This design comes from an exercise in tuning for small area on the open sky130 flow, not from production work.
Function was checked by simulation only, so behaviour that the tests miss may differ from the original.
In every run shown here, the design's own scripts or RTL, not TritonCTS, make the clock network.
The clock input has no modelled driver; a real chip could not lean on it and would need a root buffer or a full tree.
Power figures rest on the tool's default switching activity, not on a simulated workload.

### flow/config.mk
export PLATFORM = sky130hd
export DESIGN_NAME = parking_meter
export DESIGN_NICKNAME = parking_meter
export VERILOG_FILES = /design/flow/design.v
export SDC_FILE = /design/flow/constraint.sdc
export NUM_CORES = 4
export LEC_CHECK = 0
export CAP_MARGIN = 20
export CORE_AREA = 2.3 2.72 57.5 57.12
export DIE_AREA = 0 0 59.88 59.88
export SLEW_MARGIN = 20
### flow/constraint.sdc
create_clock -name core_clock -period 60.0 [get_ports {clk}]
set_input_delay 12.0000 -clock core_clock [delete_from_list [all_inputs] [get_ports {clk}]]
set_output_delay 12.0000 -clock core_clock [all_outputs]
set_load 0.01 [all_outputs]
### flow/design.v
module parking_meter(clk, rst, rst1, rst2, add1, add2, add3, add4, led_seg, a1, a2, a3, a4, val1, val2, val3, val4);
    input clk, rst, rst1, rst2, add1, add2, add3, add4;
    output [6:0] led_seg;
    output a1, a2, a3, a4;
    output [3:0] val1, val2, val3, val4;
    reg [2:0] st;
    wire isadd = st[2];
    wire pre   = ~st[2] & st[1];
    wire run   = ~st[2] & ~st[1] & st[0];
    wire idle  = ~st[2] & ~st[1] & ~st[0];
    wire tick, zero, cnt0, cnt6;
    wire first = idle & ~cnt6 & ~cnt0;
    wire expd = run & zero & cnt0;
    wire [3:0] d3, d2, d1, d0;
    wire anyadd = add1 | add2 | add3 | add4;
    wire [1:0] k = add1 ? 2'd0 : add2 ? 2'd1 : add3 ? 2'd2 : 2'd3;
    always @(posedge clk) begin
        if (rst) st <= 3'b000;
        else if (rst1) st <= 3'b010;
        else if (rst2) st <= 3'b011;
        else if (anyadd && !isadd) st <= {1'b1, k};
        else if (isadd || pre || (run && !expd)) st <= 3'b001;
        else st <= 3'b000;
    end
    pm_tick u_tick(.clk(clk), .rst(rst), .load1(pre), .load0(idle), .tick(tick), .cnt0(cnt0), .cnt6(cnt6));
    pm_secs u_secs(.clk(clk), .rst(rst), .tick(tick), .pre(pre), .p150(st[0]), .isadd(isadd), .k(st[1:0]),
                   .d3(d3), .d2(d2), .d1(d1), .d0(d0), .zero(zero));
    pm_disp u_disp(.clk(clk), .rst(rst), .first(first), .expd(expd), .zero(zero), .d3(d3), .d2(d2), .d1(d1), .d0(d0),
                   .led_seg(led_seg), .a1(a1), .a2(a2), .a3(a3), .a4(a4));
    assign val1 = d3;
    assign val2 = d2;
    assign val3 = d1;
    assign val4 = d0;
endmodule
module pm_tick(input clk, input rst, input load1, input load0, output tick, output cnt0, output cnt6);
    reg [6:0] cnt;
    assign tick = (cnt == 7'b1001011);
    assign cnt0 = cnt[0];
    assign cnt6 = cnt[6];
    always @(posedge clk) begin
        if (rst || tick || load1) cnt <= 7'b0000000;
        else if (load0) cnt <= 7'b1000000;
        else cnt <= {cnt[5:0], ~(cnt[6] ^ cnt[5])};
    end
endmodule
module pm_secs(input clk, input rst, input tick, input pre, input p150, input isadd, input [1:0] k,
               output reg [3:0] d3, output reg [3:0] d2, output reg [3:0] d1, output reg [3:0] d0,
               output zero);
    assign zero = ({d3, d2, d1, d0} == 16'd0);
    reg [3:0] k2, k1;
    always @(*) begin
        case (k)
            2'd0: begin k2 = 4'd0; k1 = 4'd6; end
            2'd1: begin k2 = 4'd1; k1 = 4'd2; end
            2'd2: begin k2 = 4'd1; k1 = 4'd8; end
            default: begin k2 = 4'd3; k1 = 4'd0; end
        endcase
        if (!isadd) begin k2 = 4'd0; k1 = 4'd0; end
    end
    wire bw0 = tick && d0 == 4'd0;
    wire [3:0] y0 = bw0 ? 4'd9 : d0 - {3'd0, tick};
    wire [5:0] r1 = {2'b0, d1} + {2'b0, k1} - {5'b0, bw0};    
    wire bw1 = r1[5];
    wire cy1 = !r1[5] && r1 > 6'd9;
    wire [3:0] y1 = cy1 ? r1[3:0] - 4'd10 : bw1 ? r1[3:0] + 4'd10 : r1[3:0];
    wire [5:0] r2 = {2'b0, d2} + {2'b0, k2} + {5'b0, cy1} - {5'b0, bw1};    
    wire bw2 = r2[5];
    wire cy2 = !r2[5] && r2 > 6'd9;
    wire [3:0] y2 = cy2 ? r2[3:0] - 4'd10 : bw2 ? r2[3:0] + 4'd10 : r2[3:0];
    wire cy3 = cy2 && d3 == 4'd9;
    wire [3:0] y3 = cy2 ? d3 + 4'd1 : bw2 ? d3 - 4'd1 : d3;
    always @(posedge clk) begin
        if (rst) {d3, d2, d1, d0} <= 16'd0;    
        else if (pre) {d3, d2, d1, d0} <= p150 ? (tick ? 16'h0149 : 16'h0150) : (tick ? 16'h0015 : 16'h0016);
        else if (cy3) {d3, d2, d1, d0} <= 16'h9999;
        else {d3, d2, d1, d0} <= {y3, y2, y1, y0};
    end
endmodule
module pm_disp(input clk, input rst, input first, input expd, input zero, input [3:0] d3, input [3:0] d2,
               input [3:0] d1, input [3:0] d0, output [6:0] led_seg, output a1, output a2,
               output a3, output a4);
    reg [5:0] fc;
    reg fclk;
    wire fwrap = (fc == 6'b001001);
    always @(posedge clk) begin
        if (rst || expd || fwrap) fc <= 6'd0;
        else fc <= {fc[4:0], ~(fc[5] ^ fc[4])};
        if (rst) fclk <= 1'b1;
        else if (fwrap) fclk <= ~fclk;
    end
    wire lt180 = (d3 == 4'd0) && ((d2 == 4'd0) || (d2 == 4'd1 && !d1[3]));
    wire nblank = zero ? !fclk : (lt180 && d0[0]);
    reg [1:0] ap;                  
    reg blank;
    reg [3:0] dig;                 
    wire [1:0] ap_n = first ? 2'd0 : ap + 2'd1;
    wire [3:0] seld = ap_n[1] ? (ap_n[0] ? d0 : d1) : (ap_n[0] ? d2 : d3);
    always @(posedge clk) begin
        ap <= ap_n;
        blank <= nblank;
        if (!nblank) dig <= seld;
    end
    assign a1 = blank | (ap != 2'd0);
    assign a2 = blank | (ap != 2'd1);
    assign a3 = blank | (ap != 2'd2);
    assign a4 = blank | (ap != 2'd3);
    assign led_seg[0] = (~dig[1] & ~dig[2] & ~dig[3]) | (dig[0] & dig[1] & dig[2]);
    assign led_seg[1] = (dig[0] & ~dig[2] & ~dig[3]) | (dig[1] & ~dig[2]) | (dig[0] & dig[1]);
    assign led_seg[2] = dig[0] | (~dig[1] & dig[2]);
    assign led_seg[3] = (dig[0] & ~dig[1] & ~dig[2] & ~dig[3]) | (~dig[0] & ~dig[1] & dig[2]) | (dig[0] & dig[1] & dig[2]);
    assign led_seg[4] = ~dig[0] & dig[1] & ~dig[2];
    assign led_seg[5] = (dig[0] & ~dig[1] & dig[2]) | (~dig[0] & dig[1] & dig[2]);
    assign led_seg[6] = (dig[0] & ~dig[1] & ~dig[2] & ~dig[3]) | (~dig[0] & ~dig[1] & dig[2]);
endmodule
### flow/flow/run.sh
#!/bin/bash
# ORFS layout via the standard.sh, with: several area-oriented ABC scripts (the smallest kept) and no adder
# extraction in synthesis (registers untouched), the smallest buffer on each port,
# and four clock buffers in place of ORFS's clock tree (flow/cts_pre.tcl).
set -euo pipefail
W=$(pwd)
export FLOW_WORK=$W
export PRE_CTS_TCL=$W/flow/cts_pre.tcl
bash standard.sh \
  SYNTH_SCRIPT=$W/flow/synth.tcl \
  BUFFER_PORTS_ARGS="-buffer_cell sky130_fd_sc_hd__buf_1" \
  finish > standard_flow.log 2>&1
### flow/flow/area0.abc
strash
balance
rewrite
refactor
balance
rewrite
rewrite -z
balance
refactor -z
rewrite -z
balance
balance
rewrite
refactor
balance
rewrite
rewrite -z
balance
refactor -z
rewrite -z
balance
&get -n
&deepsyn -T 30 -S 0
&put
dch -f
amap -F 100 -A 100 -C 1000
### flow/flow/area1.abc
strash
balance
rewrite
refactor
balance
rewrite
rewrite -z
balance
refactor -z
rewrite -z
balance
balance
rewrite
refactor
balance
rewrite
rewrite -z
balance
refactor -z
rewrite -z
balance
&get -n
&deepsyn -T 30 -S 1
&put
dch -f
amap -F 100 -A 100 -C 1000
### flow/flow/area2.abc
strash
balance
rewrite
refactor
balance
rewrite
rewrite -z
balance
refactor -z
rewrite -z
balance
balance
rewrite
refactor
balance
rewrite
rewrite -z
balance
refactor -z
rewrite -z
balance
&get -n
&deepsyn -T 30 -S 2
&put
dch -f
amap -F 100 -A 100 -C 1000
### flow/flow/area3.abc
strash
balance
rewrite
refactor
balance
rewrite
rewrite -z
balance
refactor -z
rewrite -z
balance
balance
rewrite
refactor
balance
rewrite
rewrite -z
balance
refactor -z
rewrite -z
balance
&get -n
&deepsyn -T 30 -S 3
&put
dch -f
amap -F 100 -A 100 -C 1000
### flow/flow/area4.abc
strash
balance
rewrite
refactor
balance
rewrite
rewrite -z
balance
refactor -z
rewrite -z
balance
balance
rewrite
refactor
balance
rewrite
rewrite -z
balance
refactor -z
rewrite -z
balance
&get -n
&deepsyn -T 30 -S 4
&put
dch -f
amap -F 100 -A 100 -C 1000
### flow/flow/area5.abc
strash
balance
rewrite
refactor
balance
rewrite
rewrite -z
balance
refactor -z
rewrite -z
balance
balance
rewrite
refactor
balance
rewrite
rewrite -z
balance
refactor -z
rewrite -z
balance
&get -n
&deepsyn -T 30 -S 5
&put
dch -f
amap -F 100 -A 100 -C 1000
### flow/flow/area6.abc
strash
balance
rewrite
refactor
balance
rewrite
rewrite -z
balance
refactor -z
rewrite -z
balance
balance
rewrite
refactor
balance
rewrite
rewrite -z
balance
refactor -z
rewrite -z
balance
&get -n
&deepsyn -T 30
&put
dch -f
amap
### flow/flow/area7.abc
strash
&get -n
&deepsyn -T 30
&put
dch -f
amap -F 100 -A 100 -C 1000
### flow/flow/areas10.abc
strash
balance
rewrite
refactor
balance
rewrite
rewrite -z
balance
refactor -z
rewrite -z
balance
balance
rewrite
refactor
balance
rewrite
rewrite -z
balance
refactor -z
rewrite -z
balance
&get -n
&deepsyn -T 30 -S 10
&put
dch -f
amap -F 100 -A 100 -C 1000
### flow/flow/areas11.abc
strash
balance
rewrite
refactor
balance
rewrite
rewrite -z
balance
refactor -z
rewrite -z
balance
balance
rewrite
refactor
balance
rewrite
rewrite -z
balance
refactor -z
rewrite -z
balance
&get -n
&deepsyn -T 30 -S 11
&put
dch -f
amap -F 100 -A 100 -C 1000
### flow/flow/areas12.abc
strash
balance
rewrite
refactor
balance
rewrite
rewrite -z
balance
refactor -z
rewrite -z
balance
balance
rewrite
refactor
balance
rewrite
rewrite -z
balance
refactor -z
rewrite -z
balance
&get -n
&deepsyn -T 30 -S 12
&put
dch -f
amap -F 100 -A 100 -C 1000
### flow/flow/areas13.abc
strash
balance
rewrite
refactor
balance
rewrite
rewrite -z
balance
refactor -z
rewrite -z
balance
balance
rewrite
refactor
balance
rewrite
rewrite -z
balance
refactor -z
rewrite -z
balance
&get -n
&deepsyn -T 30 -S 13
&put
dch -f
amap -F 100 -A 100 -C 1000
### flow/flow/areas14.abc
strash
balance
rewrite
refactor
balance
rewrite
rewrite -z
balance
refactor -z
rewrite -z
balance
balance
rewrite
refactor
balance
rewrite
rewrite -z
balance
refactor -z
rewrite -z
balance
&get -n
&deepsyn -T 30 -S 14
&put
dch -f
amap -F 100 -A 100 -C 1000
### flow/flow/areas15.abc
strash
balance
rewrite
refactor
balance
rewrite
rewrite -z
balance
refactor -z
rewrite -z
balance
balance
rewrite
refactor
balance
rewrite
rewrite -z
balance
refactor -z
rewrite -z
balance
&get -n
&deepsyn -T 30 -S 15
&put
dch -f
amap -F 100 -A 100 -C 1000
### flow/flow/areas6.abc
strash
balance
rewrite
refactor
balance
rewrite
rewrite -z
balance
refactor -z
rewrite -z
balance
balance
rewrite
refactor
balance
rewrite
rewrite -z
balance
refactor -z
rewrite -z
balance
&get -n
&deepsyn -T 30 -S 6
&put
dch -f
amap -F 100 -A 100 -C 1000
### flow/flow/areas7.abc
strash
balance
rewrite
refactor
balance
rewrite
rewrite -z
balance
refactor -z
rewrite -z
balance
balance
rewrite
refactor
balance
rewrite
rewrite -z
balance
refactor -z
rewrite -z
balance
&get -n
&deepsyn -T 30 -S 7
&put
dch -f
amap -F 100 -A 100 -C 1000
### flow/flow/areas8.abc
strash
balance
rewrite
refactor
balance
rewrite
rewrite -z
balance
refactor -z
rewrite -z
balance
balance
rewrite
refactor
balance
rewrite
rewrite -z
balance
refactor -z
rewrite -z
balance
&get -n
&deepsyn -T 30 -S 8
&put
dch -f
amap -F 100 -A 100 -C 1000
### flow/flow/areas9.abc
strash
balance
rewrite
refactor
balance
rewrite
rewrite -z
balance
refactor -z
rewrite -z
balance
balance
rewrite
refactor
balance
rewrite
rewrite -z
balance
refactor -z
rewrite -z
balance
&get -n
&deepsyn -T 30 -S 9
&put
dch -f
amap -F 100 -A 100 -C 1000
### flow/flow/clkbuf.tcl
# Drive the clock sinks through buffers of type cb: the sinks split into nx bands by x,
# each band into ny groups by y, one buffer per group at the group's centre.
proc manual_clock_buffers {cb nx ny} {
  set block [ord::get_db_block]
  set net [$block findNet clk]
  set sinks {}
  foreach it [$net getITerms] {
    set b [[$it getInst] getBBox]
    lappend sinks [list [expr {([$b xMin] + [$b xMax]) / 2}] [expr {([$b yMin] + [$b yMax]) / 2}] [$it getInst] [[$it getMTerm] getName]]
  }
  set sinks [lsort -integer -index 0 $sinks]
  set n [llength $sinks]
  set g 0
  for {set i 0} {$i < $nx} {incr i} {
    set band [lsort -integer -index 1 [lrange $sinks [expr {$i * $n / $nx}] [expr {($i + 1) * $n / $nx - 1}]]]
    set m [llength $band]
    for {set j 0} {$j < $ny} {incr j} {
      set grp [lrange $band [expr {$j * $m / $ny}] [expr {($j + 1) * $m / $ny - 1}]]
      set sx 0; set sy 0; set pins {}
      foreach s $grp {
        set sx [expr {$sx + [lindex $s 0]}]; set sy [expr {$sy + [lindex $s 1]}]
        lappend pins [get_pins "[[lindex $s 2] getName]/[lindex $s 3]"]
      }
      set x [expr {$sx / [llength $grp] / 1000.0}]; set y [expr {$sy / [llength $grp] / 1000.0}]
      insert_buffer -buffer_cell $cb -net clk -load_pins $pins -location [list $x $y] -buffer_name clkbuf_$g -net_name clknet_$g
      incr g
    }
  }
}

# After manual_clock_buffers: replace each buffer by the larger type big whose sinks see a
# clock slew above limit (ns) in the placement estimate (the final layout measures ~10% more).
proc upsize_slow_clock_buffers {big limit} {
  set_propagated_clock [all_clocks]
  estimate_parasitics -placement
  foreach inst [get_cells clkbuf_*] {
    set out [get_nets -of_objects [get_pins -of_objects $inst -filter "direction == output"]]
    set w 0
    foreach p [get_pins -of_objects $out -filter "direction == input"] {
      set s [get_property $p slew_max]; if {$s > $w} { set w $s }
    }
    if {$w > $limit} {
      puts "flow: [get_full_name $inst] drives a clock slew of $w ns; using $big"
      replace_cell $inst $big
    }
  }
}
### flow/flow/cts_pre.tcl
# Runs before ORFS's CTS step: replace its clock tree with four clock buffers, each
# driving one quadrant of the registers straight from the clock port; a buffer whose
# registers would see a slow clock edge is made a size larger.
source $::env(FLOW_WORK)/flow/clkbuf.tcl
proc clock_tree_synthesis {args} {
  manual_clock_buffers sky130_fd_sc_hd__clkbuf_4 2 2
  upsize_slow_clock_buffers sky130_fd_sc_hd__clkbuf_8 0.105
}
### flow/flow/synth.tcl
# The standard synthesis (synth_recipe.tcl, sourced below) with two changes:
# no half/full-adder extraction, and technology mapping by several area-oriented ABC
# scripts (flow/area*.abc), keeping the smallest result. Registers are untouched.
proc extract_fa {args} { }
proc abc_area_of {lib} {
  set f $::env(FLOW_WORK)/abc_stat.txt
  yosys tee -q -o $f stat -liberty $lib
  set fh [open $f]; set txt [read $fh]; close $fh
  if {[regexp {Chip area for module '[^']*': ([0-9.]+)} $txt -> a]} { return $a }
  return 1e12
}
proc abc {args} {
  set j [lsearch -exact $args -D]
  if { $j >= 0 } { set args [lreplace $args $j [expr {$j + 1}]] }
  set i [lsearch -exact $args -script]
  yosys design -save flow_pre_abc
  set best 1e12
  foreach s [lsort [glob $::env(FLOW_WORK)/flow/area*.abc]] {
    yosys design -load flow_pre_abc
    lset args [expr {$i + 1}] $s
    yosys abc {*}$args
    set a [abc_area_of [lindex $args [expr {[lsearch -exact $args -liberty] + 1}]]]
    puts "flow: ABC script [file tail $s] gives area $a"
    if { $a < $best } { set best $a; yosys design -save flow_best_abc }
  }
  yosys design -load flow_best_abc
  puts "flow: kept area $best"
}
source $::env(FLOW_WORK)/synth_recipe.tcl
### flow/standard.sh
#!/bin/bash
# synth_recipe.tcl (not shown) runs the flow's synth.tcl, then flattens the netlist and writes it again
# the make line also repeats each setting of config.mk as NAME=value (left out here)
make -C /OpenROAD-flow-scripts/flow DESIGN_CONFIG=/design/flow/config.mk WORK_HOME=/design/flow/orfs CLKGATE_MAP_FILE= SYNTH_SCRIPT=/design/flow/synth_recipe.tcl "${@:-finish}"
==> insert_results.sql, run 1 <==
INSERT INTO impl_metrics (metric_group, metric, value, unit) VALUES
('worst_setup_path', 'crit_path_max_fanout', '7', ''),
('global_route', 'use_met2', '0.429', ''),
('placed_design', 'place_area', '2090', 'µm²'),
('drt', 'routed_via_density', '5.89', ''),
('global_route', 'grt_first_pass_wirelength', '7.06', 'mm'),
('clock_tree', 'cts_resized', '0', ''),
('power_and_ir_drop', 'largest_vdd_supply_drop', '0.0116', 'mV'),
('worst_setup_path', 'timing.critical_path.to_type', 'primary output', ''),
('drt', 'drt-wirelength-per-cell', '13.7', 'µm'),
('clock_tree', 'clk_latency', '0.16', 'ns'),
('logic_synthesis', 'synthMostInstantiatedCell', 'nor2_1', ''),
('die', 'floorplan.initialDensity', '0.638', ''),
('die', 'ios', '35', ''),
('worst_setup_path', 'critPathTopFamily', 'simple AND/OR/NAND/NOR gates', ''),
('drt', 'drtPass1Iterations', '4', ''),
('logic_synthesis', 'ys_dominant_reg_cell', 'dfxtp_1', ''),
('final_layout', 'layoutNonFillerInstCount', '323', ''),
('sta', 'maxSlewViolCount', '0', ''),
('sta', 'maxSlewHeadroom', '0.439', ''),
('die', 'dieArea', '3590', 'µm²'),
('global_route', 'number_of_global_route_vias_before_repair', '1586', ''),
('logic_synthesis', 'synth_sequential_area_ratio', '0.439', ''),
('logic_synthesis', 'synth_nets', '260', ''),
('power_and_ir_drop', 'total_leakage_power', '0.725', 'nW'),
('logic_synthesis', 'synth_enable_flop_cells', '4', ''),
('logic_synthesis', 'synth_top_cell_by_area', 'dfxtp_1', ''),
('placed_design', 'placed_cells', '319', ''),
('sta', 'worstMarginPinSlew', '0.834', 'ns'),
('drt', 'initialDrtViolationCount', '84', ''),
('sta', 'final_hold_viol_count', '0', ''),
('drt', 'routed_wirelength', '4.42', 'mm'),
('logic_synthesis', 'synth.cell_area', '1920', 'µm²'),
('sta', 'fin_setup_tns', '0', 'ns'),
('placed_design', 'final_weighted_congestion_in_routability_driven_placement', '0.884', ''),
('sta', 'fin_hold_ws', '0.430', 'ns'),
('worst_setup_path', 'setup.worst_path.start_class', 'flop', ''),
('min_path', 'min-delay-path-class', 'reg -> reg', ''),
('power_and_ir_drop', 'totalPowerFinal', '52.2', 'µW'),
('drt', 'routed-via-count', '1901', ''),
('final_layout', 'layout-area-overhead-vs-synth', '10.7', '%'),
('sta', 'worst_slack_setup_final', '46.45', 'ns'),
('sta', 'setup_violations', '0', ''),
('final_layout', 'layout.cell_area.non_filler', '2120', 'µm²'),
('logic_synthesis', 'syn-mean-instance-area', '7.61', 'µm²'),
('sta', 'max_freq', '73.8', 'MHz'),
('sta', 'timing.final.crit_share', '0.226', ''),
('clock_tree', 'post-cts-setup-buffer-count', '0', ''),
('final_layout', 'finalCoreUtilization', '0.707', ''),
('placed_design', 'port_buffers', '34', ''),
('final_layout', 'final_net_count', '300', ''),
('worst_setup_path', 'timing.critical_path.cells', 'or3_1 -> o21ai_0 -> nor2b_1 -> buf_1', ''),
('global_route', 'layer_carrying_the_most_global_route_usage', 'met2', ''),
('clock_tree', 'hold_buffers', '0', ''),
('placed_design', 'placement.setup.worst_slack', '46.50', 'ns'),
('logic_synthesis', 'synth_async_sr_flop_share', '0', ''),
('clock_tree', 'clkTransAtPathRegs', '0.10', 'ns'),
('die', 'fp.dieH', '59.9', 'µm'),
('worst_setup_path', 'critical_setup_path_class', 'reg -> out', ''),
('worst_setup_path', 'critical_path.max_stage_delay', '0.48', 'ns'),
('sta', 'rsz0062_at_grt', 'false', ''),
('global_route', 'grt.met3_usage', '0.0260', ''),
('logic_synthesis', 'post-synth-top-area-fraction', '0.376', ''),
('worst_setup_path', 'endpoint_required_time_on_the_critical_path', '48.00', 'ns'),
('placed_design', 'dpl.hpwl', '3.46', 'mm'),
('run_status', 'run_status', 'no timing/DRC/antenna violations', ''),
('logic_synthesis', 'synth.top_cells.by_count', 'nor2_1, clkinv_1, dfxtp_1', ''),
('final_layout', 'insertedDiodeCount', '0', ''),
('logic_synthesis', 'postSynthCellCount', '252', ''),
('worst_setup_path', 'slowest_stage', 'edfxtp_1', ''),
('power_and_ir_drop', 'p_per_area', '24.6', 'nW/µm²'),
('sta', 'clock_skew', '0.0330', 'ns');
-- routing by layer --
| metal | share of wire | up-vias | wire (µm) |
|---|---|---|---|
| met4 | 0.016 | 0 | 70 |
| met2 | 0.46 | 64 | 2020 |
| li1 | - | 975 | - |
| met1 | 0.46 | 854 | 2050 |
| met3 | 0.062 | 8 | 272 |
| met5 | 0 | - | 0 |
-- logic make-up (layout without fill, tap and decap cells) --
kind of cell | count (synthesis) | in the layout | synth area share
and+or+nand+nor | 109 | 109 | 0.265
buffers and inverters | 38 | 76 | 0.0744
AOI/OAI and AO/OA | 65 | 65 | 0.222
DFF | 40 | 40 | 0.439
-- power breakdown --
part | internal, mW | leakage [nW] | switching [mW]
Sequential | 0.0286 | 0.343 | 0.00219
Clock | 0.00392 | 0.0210 | 0.00662
Combinational | 0.00415 | 0.362 | 0.00674
Total | 0.0366 | 0.725 | 0.0155
-- registers in the layout (all words and copies together), names as in the netlist --
| register | flops |
|---|---|
| u_disp.ap | 2 |
| u_secs.d1 | 4 |
| u_secs.d3 | 4 |
| u_tick.cnt | 7 |
| u_secs.d0 | 4 |
| u_disp.fc | 6 |
| u_secs.d2 | 4 |
| u_disp.fclk | 1 |
| u_disp.dig | 4 |
| u_disp.blank | 1 |
| st | 3 |
-- layout by cell type, fill, tap and decap left out, drive strengths merged --
master	n
a211oi	2
a21oi	10
a221oi	2
a222oi	4
a22oi	1
a311oi	1
a31oi	7
and2	3
and3	1
buf	34
clkbuf	4
clkinv	38
dfxtp	36
edfxtp	4
nand2	17
nand3	3
nand4	5
nor2	44
nor2b	9
nor3	14
nor4	2
o211a	1
o211ai	1
o21a	2
o21ai	18
o21bai	1
o221ai	2
o22a	2
o22ai	8
o311a	1
o311ai	1
o32ai	1
or2	3
or3	8
-- tightest hold or removal path, cell delays in order, from the launching register on --
cell and delay (ns):
dfxtp_1 0.31, clkinv_1 0.05, nor2_1 0.04
-- area by class of cell, clock buffers not listed --
cell class / instances / area, µm²
Fill cell: 289 / 881
Inverter: 38 / 143
Multi-Input combinational cell: 174 / 933
Sequential cell: 40 / 841
Tap cell: 33 / 41.3
Timing Repair Buffer: 34 / 128
-- path summary, 6_finish.rpt --
kind                                 start                  endpoint  slack [ns]  cells past startpoint
setup / recovery   u_disp.dig[2]$_DFFE_PN_                led_seg[6]       46.45                      4
hold / removal    u_tick.cnt[4]$_SDFF_PP0_  u_tick.cnt[5]$_SDFF_PP0_        0.43                      2
setup reg to reg  u_tick.cnt[0]$_SDFF_PP0_   u_secs.d0[1]$_SDFF_PP0_       54.98                     21
hold reg to reg   u_tick.cnt[4]$_SDFF_PP0_  u_tick.cnt[5]$_SDFF_PP0_        0.43                      2
==> inputs of run 2 (changes only) <==
--- a/flow/design.v
+++ b/flow/design.v
@@ -67,7 +67,7 @@
     wire bw2 = r2[5];
     wire cy2 = !r2[5] && r2 > 6'd9;
     wire [3:0] y2 = cy2 ? r2[3:0] - 4'd10 : bw2 ? r2[3:0] + 4'd10 : r2[3:0];
-    wire cy3 = cy2 && d3 == 4'd9;
+    wire cy3 = cy2 && d3[3] && d3[0];    
     wire [3:0] y3 = cy2 ? d3 + 4'd1 : bw2 ? d3 - 4'd1 : d3;
     always @(posedge clk) begin
         if (rst) {d3, d2, d1, d0} <= 16'd0;    
@@ -81,10 +81,10 @@
                output a3, output a4);
     reg [5:0] fc;
     reg fclk;
-    wire fwrap = (fc == 6'b001001);
+    wire fwrap = fc[5] & fc[4] & fc[1] & fc[0];    
     always @(posedge clk) begin
         if (rst || expd || fwrap) fc <= 6'd0;
-        else fc <= {fc[4:0], ~(fc[5] ^ fc[4])};
+        else fc <= {fc[4:0], ~(fc[5] ^ fc[0])};
         if (rst) fclk <= 1'b1;
         else if (fwrap) fclk <= ~fclk;
     end
==> insert_results.sql, run 2 <==
INSERT INTO impl_metrics (metric_group, metric, value, unit) VALUES
('global_route', 'global_route.overflow_total', '0', ''),
('die', 'floorplan.initialDensity', '0.641', ''),
('clock_tree', 'post-cts-setup-buffer-count', '0', ''),
('die', 'die_width', '59.9', 'µm'),
('global_route', 'number_of_global_route_vias_before_repair', '1552', ''),
('logic_synthesis', 'synth_async_sr_flop_share', '0', ''),
('worst_setup_path', 'timing.critical_path.cells', 'or3_1 -> o22ai_1 -> nor2b_1 -> buf_1', ''),
('placed_design', 'port_buffers', '34', ''),
('die', 'dieArea', '3590', 'µm²'),
('global_route', 'grt_start_max_net_pins', '11', ''),
('final_layout', 'largest_register_ff_count', '7', ''),
('sta', 'fin_setup_tns', '0', 'ns'),
('drt', 'route.met3.wl', '294', 'µm'),
('sta', 'clock_skew', '0.0258', 'ns'),
('final_layout', 'registers.top_by_ff_count', 'u_tick.cnt', ''),
('sta', 'setup_violations', '0', ''),
('logic_synthesis', 'yosys_warnings', '4', ''),
('logic_synthesis', 'synth_nets', '264', ''),
('logic_synthesis', 'post-synth-top-area-fraction', '0.374', ''),
('logic_synthesis', 'synth_top_cell_by_area', 'dfxtp_1', ''),
('power_and_ir_drop', 'p_per_area', '33.2', 'nW/µm²'),
('min_path', 'hold_path_depth', '2', ''),
('final_layout', 'commonest_non_fill_non_tap_cell_in_the_layout', 'nor2_1', ''),
('min_path', 'min-delay-path-class', 'reg -> reg', ''),
('power_and_ir_drop', 'totalPowerFinal', '70.8', 'µW'),
('worst_setup_path', 'critical_setup_path_class', 'reg -> out', ''),
('placed_design', 'final_weighted_congestion_in_routability_driven_placement', '0.936', ''),
('worst_setup_path', 'critPathTopFamily', 'simple AND/OR/NAND/NOR gates', ''),
('placed_design', 'placement.setup.worst_slack', '46.43', 'ns'),
('worst_setup_path', 'crit_cells', '4', ''),
('global_route', 'global_route.usage.total', '0.250', ''),
('drt', 'drc_errors', '0', ''),
('worst_setup_path', 'reg2regPathDepth', '34', ''),
('drt', 'drt-met1-wl', '2.04', 'mm'),
('clock_tree', 'clk_latency', '0.16', 'ns'),
('worst_setup_path', 'critical_path_arrival', '1.48', 'ns'),
('drt', 'drtPass1Iterations', '5', ''),
('die', 'fp.dieH', '59.9', 'µm'),
('worst_setup_path', 'slowest_stage', 'edfxtp_1', ''),
('placed_design', 'dpl.hpwl', '3.35', 'mm'),
('sta', 'rsz0062_at_grt', 'false', ''),
('final_layout', 'most_frequent_cells_in_the_layout', 'nor2_1, clkinv_1, dfxtp_1', ''),
('worst_setup_path', 'critical_path.max_stage_delay', '0.44', 'ns'),
('drt', 'routed_wirelength', '4.28', 'mm'),
('final_layout', 'finalCoreUtilization', '0.710', ''),
('logic_synthesis', 'yosys_register_bits', '40', ''),
('logic_synthesis', 'synth_enable_flop_cells', '4', ''),
('sta', 'maxSlewViolCount', '0', ''),
('sta', 'min_period', '13.48', 'ns'),
('logic_synthesis', 'synthMostInstantiatedCell', 'nor2_1', ''),
('drt', 'drt-wirelength-per-cell', '13.1', 'µm'),
('worst_setup_path', 'crit_buf_inv', '1', ''),
('logic_synthesis', 'synth.top_cells.by_count', 'nor2_1, clkinv_1, dfxtp_1', ''),
('drt', 'antenna_viol_nets_final', '0', ''),
('drt', 'wl_met2', '1.89', 'mm'),
('drt', 'maxUsedRoutingLayer', 'met4', ''),
('sta', 'max_freq', '74.2', 'MHz'),
('sta', 'maxSlewHeadroom', '0.334', ''),
('global_route', 'grt_antenna_before_repair', '0', ''),
('final_layout', 'share_of_cells_above_drive_strength_1', '0.0136', ''),
('sta', 'final_hold_viol_count', '0', ''),
('job', 'cap_viol_max_count', '0', ''),
('drt', 'initialDrtViolationCount', '131', ''),
('clock_tree', 'clkTransAtPathRegs', '0.10', 'ns'),
('sta', 'timing.final.crit_share', '0.225', ''),
('logic_synthesis', 'synth.distinct_cells', '32', ''),
('final_layout', 'largest_registers_ranked_by_flip_flop_count', 'u_tick.cnt: 7 flops, u_disp.fc: 6 flops', ''),
('logic_synthesis', 'synth_area_leaders', 'dfxtp_1, nor2_1, clkinv_1, edfxtp_1, o21ai_0', ''),
('worst_setup_path', 'setup.worst_path.start_class', 'flop', ''),
('logic_synthesis', 'postSynthCellCount', '256', ''),
('die', 'core_footprint', '3000', 'µm²'),
('worst_setup_path', 'endpoint_required_time_on_the_critical_path', '48.00', 'ns'),
('logic_synthesis', 'ys_dominant_reg_cell', 'dfxtp_1', ''),
('logic_synthesis', 'synth_sequential_area_ratio', '0.437', ''),
('drt', 'routed_via_density', '5.72', ''),
('worst_setup_path', 'timing.critical_path.to_type', 'primary output', ''),
('clock_tree', 'cts_resized', '0', ''),
('worst_setup_path', 'crit_path_max_fanout', '4', ''),
('die', 'ios', '35', ''),
('logic_synthesis', 'syn-mean-instance-area', '7.52', 'µm²'),
('global_route', 'grt_first_pass_wirelength', '7.02', 'mm'),
('final_layout', 'insertedDiodeCount', '0', ''),
('power_and_ir_drop', 'largest_vdd_supply_drop', '0.0269', 'mV'),
('sta', 'worstMarginPinSlew', '0.986', 'ns'),
('power_and_ir_drop', 'total_leakage_power', '0.752', 'nW'),
('sta', 'worst_slack_setup_final', '46.52', 'ns'),
('drt', 'routed-via-count', '1872', ''),
('run_status', 'run_status', 'no timing/DRC/antenna violations', ''),
('clock_tree', 'hold_buffers', '0', ''),
('die', 'rows', '20', ''),
('final_layout', 'final_net_count', '304', ''),
('logic_synthesis', 'synth.cell_area', '1930', 'µm²'),
('final_layout', 'layout-area-overhead-vs-synth', '10.7', '%');
-- run 2: area by class of cell, clock buffers not listed --
type                       count  area (µm²)
fill                         277         872
tap                           33        41.3
sequential                    40         841
inverter                      39         146
timing repair buffer          34         128
multi-input combinational    177         938
-- run 2: layer usage --
layer	GRT usage	up-vias
met4	0.0381	0
met1	0.370	817
met3	0.0238	5
met2	0.404	64
met5	0	-
li1	-	986
-- run 2: final timing paths --
check                              to                startpoint  slack [ns]
min reg2reg  u_tick.cnt[5]$_SDFF_PP0_  u_tick.cnt[4]$_SDFF_PP0_        0.43
max                        led_seg[6]   u_disp.dig[1]$_DFFE_PN_       46.52
max reg2reg   u_secs.d1[2]$_SDFF_PP0_  u_tick.cnt[0]$_SDFF_PP0_       52.99
min          u_tick.cnt[5]$_SDFF_PP0_  u_tick.cnt[4]$_SDFF_PP0_        0.43
-- run 2: worst min-delay path, cell delays in order, from the launching register on --
cell and delay [ns]:
dfxtp_1 0.31, clkinv_1 0.05, nor2_1 0.04
-- run 2: through the flow --
step                cells  hold WS (ns)  area (µm²)
detailed placement    323         0.416        2090
CTS                   327         0.432        2130
global route          327         0.450        2130
global placement      323         0.414        2090
finish                327         0.430        2130
floorplan             256         0.402        1930
-- run 2: kinds of logic after synthesis --
family | count (synthesis) | share of synthesized area
AND/OR/NAND/NOR | 112 | 0.268
AO/OA/AOI/OAI | 65 | 0.220
flip-flops | 40 | 0.437
buffers and inverters | 39 | 0.0760
-- run 2: report_power, final --
part / internal, mW / switching [mW]
clock network: 0.00392 / 0.00648
logic: 0.00972 / 0.0161
registers: 0.0304 / 0.00412
==> inputs of run 3 (changes only) <==
--- a/flow/design.v
+++ b/flow/design.v
@@ -13,7 +13,7 @@
     wire expd = run & zero & cnt0;
     wire [3:0] d3, d2, d1, d0;
     wire anyadd = add1 | add2 | add3 | add4;
-    wire [1:0] k = add1 ? 2'd0 : add2 ? 2'd1 : add3 ? 2'd2 : 2'd3;
+    wire [1:0] k = add1 ? 2'b01 : add2 ? 2'b11 : add3 ? 2'b10 : 2'b00;
     always @(posedge clk) begin
         if (rst) st <= 3'b000;
         else if (rst1) st <= 3'b010;
@@ -50,9 +50,9 @@
     reg [3:0] k2, k1;
     always @(*) begin
         case (k)
-            2'd0: begin k2 = 4'd0; k1 = 4'd6; end
-            2'd1: begin k2 = 4'd1; k1 = 4'd2; end
-            2'd2: begin k2 = 4'd1; k1 = 4'd8; end
+            2'b01: begin k2 = 4'd0; k1 = 4'd6; end
+            2'b11: begin k2 = 4'd1; k1 = 4'd2; end
+            2'b10: begin k2 = 4'd1; k1 = 4'd8; end
             default: begin k2 = 4'd3; k1 = 4'd0; end
         endcase
         if (!isadd) begin k2 = 4'd0; k1 = 4'd0; end
@@ -67,7 +67,7 @@
     wire bw2 = r2[5];
     wire cy2 = !r2[5] && r2 > 6'd9;
     wire [3:0] y2 = cy2 ? r2[3:0] - 4'd10 : bw2 ? r2[3:0] + 4'd10 : r2[3:0];
-    wire cy3 = cy2 && d3[3] && d3[0];    
+    wire cy3 = cy2 && d3 == 4'd9;
     wire [3:0] y3 = cy2 ? d3 + 4'd1 : bw2 ? d3 - 4'd1 : d3;
     always @(posedge clk) begin
         if (rst) {d3, d2, d1, d0} <= 16'd0;    
@@ -81,10 +81,10 @@
                output a3, output a4);
     reg [5:0] fc;
     reg fclk;
-    wire fwrap = fc[5] & fc[4] & fc[1] & fc[0];    
+    wire fwrap = (fc == 6'b001001);
     always @(posedge clk) begin
         if (rst || expd || fwrap) fc <= 6'd0;
-        else fc <= {fc[4:0], ~(fc[5] ^ fc[0])};
+        else fc <= {fc[4:0], ~(fc[5] ^ fc[4])};
         if (rst) fclk <= 1'b1;
         else if (fwrap) fclk <= ~fclk;
     end
==> insert_results.sql, run 3 <==
INSERT INTO impl_metrics (metric_group, metric, value, unit) VALUES
('sta', 'worstMarginPinSlew', '0.751', 'ns'),
('clock_tree', 'post-cts-setup-buffer-count', '0', ''),
('clock_tree', 'hold_buffers', '0', ''),
('final_layout', 'insertedDiodeCount', '0', ''),
('final_layout', 'final_net_count', '305', ''),
('worst_setup_path', 'worstReg2RegStart', 'u_tick.cnt[0]$_SDFF_PP0_', ''),
('logic_synthesis', 'synth_top_cell_by_area', 'dfxtp_1', ''),
('placed_design', 'port_buffers', '34', ''),
('final_layout', 'most_frequent_cells_in_the_layout', 'nor2_1, clkinv_1, dfxtp_1', ''),
('global_route', 'grt_antenna_before_repair', '0', ''),
('placed_design', 'final_weighted_congestion_in_routability_driven_placement', '0.851', ''),
('worst_setup_path', 'setup.worst_path.start_class', 'flop', ''),
('sta', 'final_hold_viol_count', '0', ''),
('final_layout', 'layout-area-overhead-vs-synth', '10.9', '%'),
('final_layout', 'commonest_non_fill_non_tap_cell_in_the_layout', 'nor2_1', ''),
('global_route', 'number_of_global_route_vias_before_repair', '1611', ''),
('logic_synthesis', 'yosys_register_bits', '40', ''),
('min_path', 'min-delay-path-class', 'reg -> reg', ''),
('logic_synthesis', 'synth.top_cells.by_count', 'nor2_1, clkinv_1, dfxtp_1', ''),
('final_layout', 'share_of_cells_above_drive_strength_1', '0.0169', ''),
('power_and_ir_drop', 'clock_power_share', '0.152', ''),
('die', 'rows', '20', ''),
('die', 'fp.dieH', '59.9', 'µm'),
('final_layout', 'layout.cell_area.non_filler', '2160', 'µm²'),
('sta', 'worst_slack_setup_final', '46.45', 'ns'),
('placed_design', 'dpl.hpwl', '3.58', 'mm'),
('clock_tree', 'cts_resized', '0', ''),
('worst_setup_path', 'critical_path_arrival', '1.55', 'ns'),
('global_route', 'global_route.overflow_total', '0', ''),
('sta', 'clock_skew', '0.0348', 'ns'),
('global_route', 'grt_first_pass_wirelength', '7.53', 'mm'),
('sta', 'maxSlewViolCount', '0', ''),
('power_and_ir_drop', 'largest_vdd_supply_drop', '0.0204', 'mV'),
('final_layout', 'fillerInstances', '264', ''),
('logic_synthesis', 'yosys_warnings', '4', ''),
('drt', 'drt-wirelength-per-cell', '14.0', 'µm'),
('logic_synthesis', 'synth_async_sr_flop_share', '0', ''),
('placed_design', 'placement.setup.worst_slack', '46.64', 'ns'),
('power_and_ir_drop', 'total_leakage_power', '0.725', 'nW'),
('logic_synthesis', 'synth.distinct_cells', '31', ''),
('logic_synthesis', 'synth_area_leaders', 'dfxtp_1, nor2_1, clkinv_1, edfxtp_1, o21ai_0', ''),
('sta', 'rsz0062_at_grt', 'false', ''),
('sta', 'timing.final.crit_share', '0.226', ''),
('run_status', 'run_status', 'no timing/DRC/antenna violations', ''),
('sta', 'fin_setup_tns', '0', 'ns'),
('die', 'die_width', '59.9', 'µm'),
('logic_synthesis', 'ys_dominant_reg_cell', 'dfxtp_1', ''),
('drt', 'routed_via_density', '6.00', ''),
('placed_design', 'place_area', '2130', 'µm²'),
('sta', 'min_period', '13.55', 'ns'),
('logic_synthesis', 'post-synth-top-area-fraction', '0.370', ''),
('die', 'core_footprint', '3000', 'µm²'),
('power_and_ir_drop', 'comb_power_share', '0.355', ''),
('power_and_ir_drop', 'internal-power', '43.3', 'µW'),
('logic_synthesis', 'synth_sequential_area_ratio', '0.431', ''),
('drt', 'drtPass1Iterations', '6', ''),
('die', 'floorplan.initialDensity', '0.649', ''),
('drt', 'drc_errors', '0', ''),
('power_and_ir_drop', 'power.sequential.fraction', '0.494', ''),
('global_route', 'grt_start_max_net_pins', '11', ''),
('worst_setup_path', 'critical_setup_path_class', 'reg -> out', ''),
('die', 'ios', '35', ''),
('worst_setup_path', 'timing.critical_path.to_type', 'primary output', ''),
('clock_tree', 'clkTransAtPathRegs', '0.11', 'ns'),
('worst_setup_path', 'endpoint_required_time_on_the_critical_path', '48.00', 'ns'),
('sta', 'maxSlewHeadroom', '0.492', ''),
('logic_synthesis', 'synth.cell_area', '1950', 'µm²'),
('global_route', 'global_route.usage.total', '0.267', ''),
('logic_synthesis', 'synthMostInstantiatedCell', 'nor2_1', ''),
('sta', 'setup_violations', '0', ''),
('power_and_ir_drop', 'power.switching_fraction', '0.380', ''),
('job', 'cap_viol_max_count', '0', ''),
('clock_tree', 'clk_latency', '0.17', 'ns'),
('final_layout', 'multi_input_comb_area', '958', 'µm²'),
('drt', 'initialDrtViolationCount', '141', ''),
('drt', 'routed_wirelength', '4.59', 'mm'),
('sta', 'max_freq', '73.8', 'MHz'),
('logic_synthesis', 'synth_nets', '264', ''),
('final_layout', 'final-seq-area', '841', 'µm²'),
('power_and_ir_drop', 'p_sw', '26.5', 'µW'),
('logic_synthesis', 'postSynthCellCount', '256', ''),
('logic_synthesis', 'synth_enable_flop_cells', '4', ''),
('power_and_ir_drop', 'p_per_area', '32.3', 'nW/µm²'),
('drt', 'routed-via-count', '1967', ''),
('final_layout', 'registers.top_by_ff_count', 'u_tick.cnt', ''),
('logic_synthesis', 'syn-mean-instance-area', '7.61', 'µm²'),
('drt', 'antenna_viol_nets_final', '0', ''),
('worst_setup_path', 'crit_path_max_fanout', '7', ''),
('final_layout', 'largest_register_ff_count', '7', ''),
('die', 'dieArea', '3590', 'µm²'),
('worst_setup_path', 'critPathLaunch', 'u_disp.dig[2]$_DFFE_PN_', ''),
('final_layout', 'largest_registers_ranked_by_flip_flop_count', 'u_tick.cnt: 7 flops, u_disp.fc: 6 flops', ''),
('min_path', 'hp-start', 'u_tick.cnt[1]$_SDFF_PP0_', '');
==> run 3: metrics by stage <==
stage | utilization | hold WS [ns] | instances | total power, mW
floorplan | - | 0.402 | 256 | 0.0520
global placement | 0.708 | 0.410 | 324 | 0.0588
detailed placement | 0.708 | 0.414 | 324 | 0.0594
CTS | 0.720 | 0.429 | 328 | 0.0696
global route | 0.720 | 0.444 | 328 | 0.0745
finish | 0.720 | 0.431 | 328 | 0.0698
==> run 3: kinds of logic after synthesis <==
family | Yosys count | share of synthesized area
buffers and inverters | 40 | 0.0770
DFF | 40 | 0.431
AOI/OAI and AO/OA | 71 | 0.241
and+or+nand+nor | 105 | 0.250
==> run 3: critical path: stages (launching register included) <==
cell	delay, ns
edfxtp_1	0.48
or3_1	0.42
o21ai_0	0.18
nor2b_1	0.14
buf_1	0.15
==> run 3: power by group through the flow <==
stage               Combinational [mW]  Clock (mW)  Sequential [mW]
finish                          0.0248      0.0106           0.0345
global route                    0.0279      0.0117           0.0350
CTS                             0.0246      0.0106           0.0344
detailed placement              0.0244           0           0.0350
global placement                0.0241           0           0.0348
floorplan                       0.0175           0           0.0345
==> run 3: path summary, 6_finish.rpt <==
path                                   end  slack, ns  cells after the start
hold / removal    u_tick.cnt[2]$_SDFF_PP0_       0.43                      2
setup reg to reg   u_secs.d0[1]$_SDFF_PP0_      53.09                     31
hold reg to reg   u_tick.cnt[2]$_SDFF_PP0_       0.43                      2
setup / recovery                led_seg[6]      46.45                      4
==> run 3: area by class of cell, clock buffers not listed <==
type	instances	share of cell area
repair buffers	35	0.0625
well taps	33	0.0191
inverters	40	0.0694
multi-input cells	176	0.443
flip-flops and latches	40	0.389
==> run 3: layer usage <==
metal	track usage	share of wire	vias up
met5	0	0	-
met4	0.0254	0.014	0
met3	0.0108	0.074	7
met2	0.422	0.44	78
met1	0.418	0.48	872
li1	-	-	1010

[static timing again, ports no longer ideal]
In the flow no input, the clock included, has a driving cell. The finished layouts below were timed again as built, in two steps.
Step 1 (the two cells are an assumption about what drives the block):
set clk [get_ports {clk}]
set_driving_cell -lib_cell sky130_fd_sc_hd__clkbuf_16 $clk
set_driving_cell -lib_cell sky130_fd_sc_hd__buf_2 [delete_from_list [all_inputs] $clk]
Step 2 times the ports against the registers' clock, not the clock port: input delays grow and output delays shrink by t, the midpoint of the rising clock arrivals with the driver on.
Three values: ideal, step 1, step 2; two values: the first two.
| run | t, ns | setup slack, ns | worst register clock-pin slew, ns | worst slew at a driven data input, ns |
|---|---|---|---|---|
| run 1 | 0.197 | 46.448 / 46.399 / 46.538 | 0.11 / 0.11 | 0.03 |
| run 2 | 0.198 | 46.515 / 46.464 / 46.385 | 0.10 / 0.10 | 0.03 |
| run 3 | 0.194 | 46.446 / 46.400 / 46.594 | 0.11 / 0.11 | 0.03 |
After both steps every run listed still meets setup and hold. For run 2, which loses most, drivers alone change the setup slack by -0.051 ns; drivers and shift together by -0.130 ns.
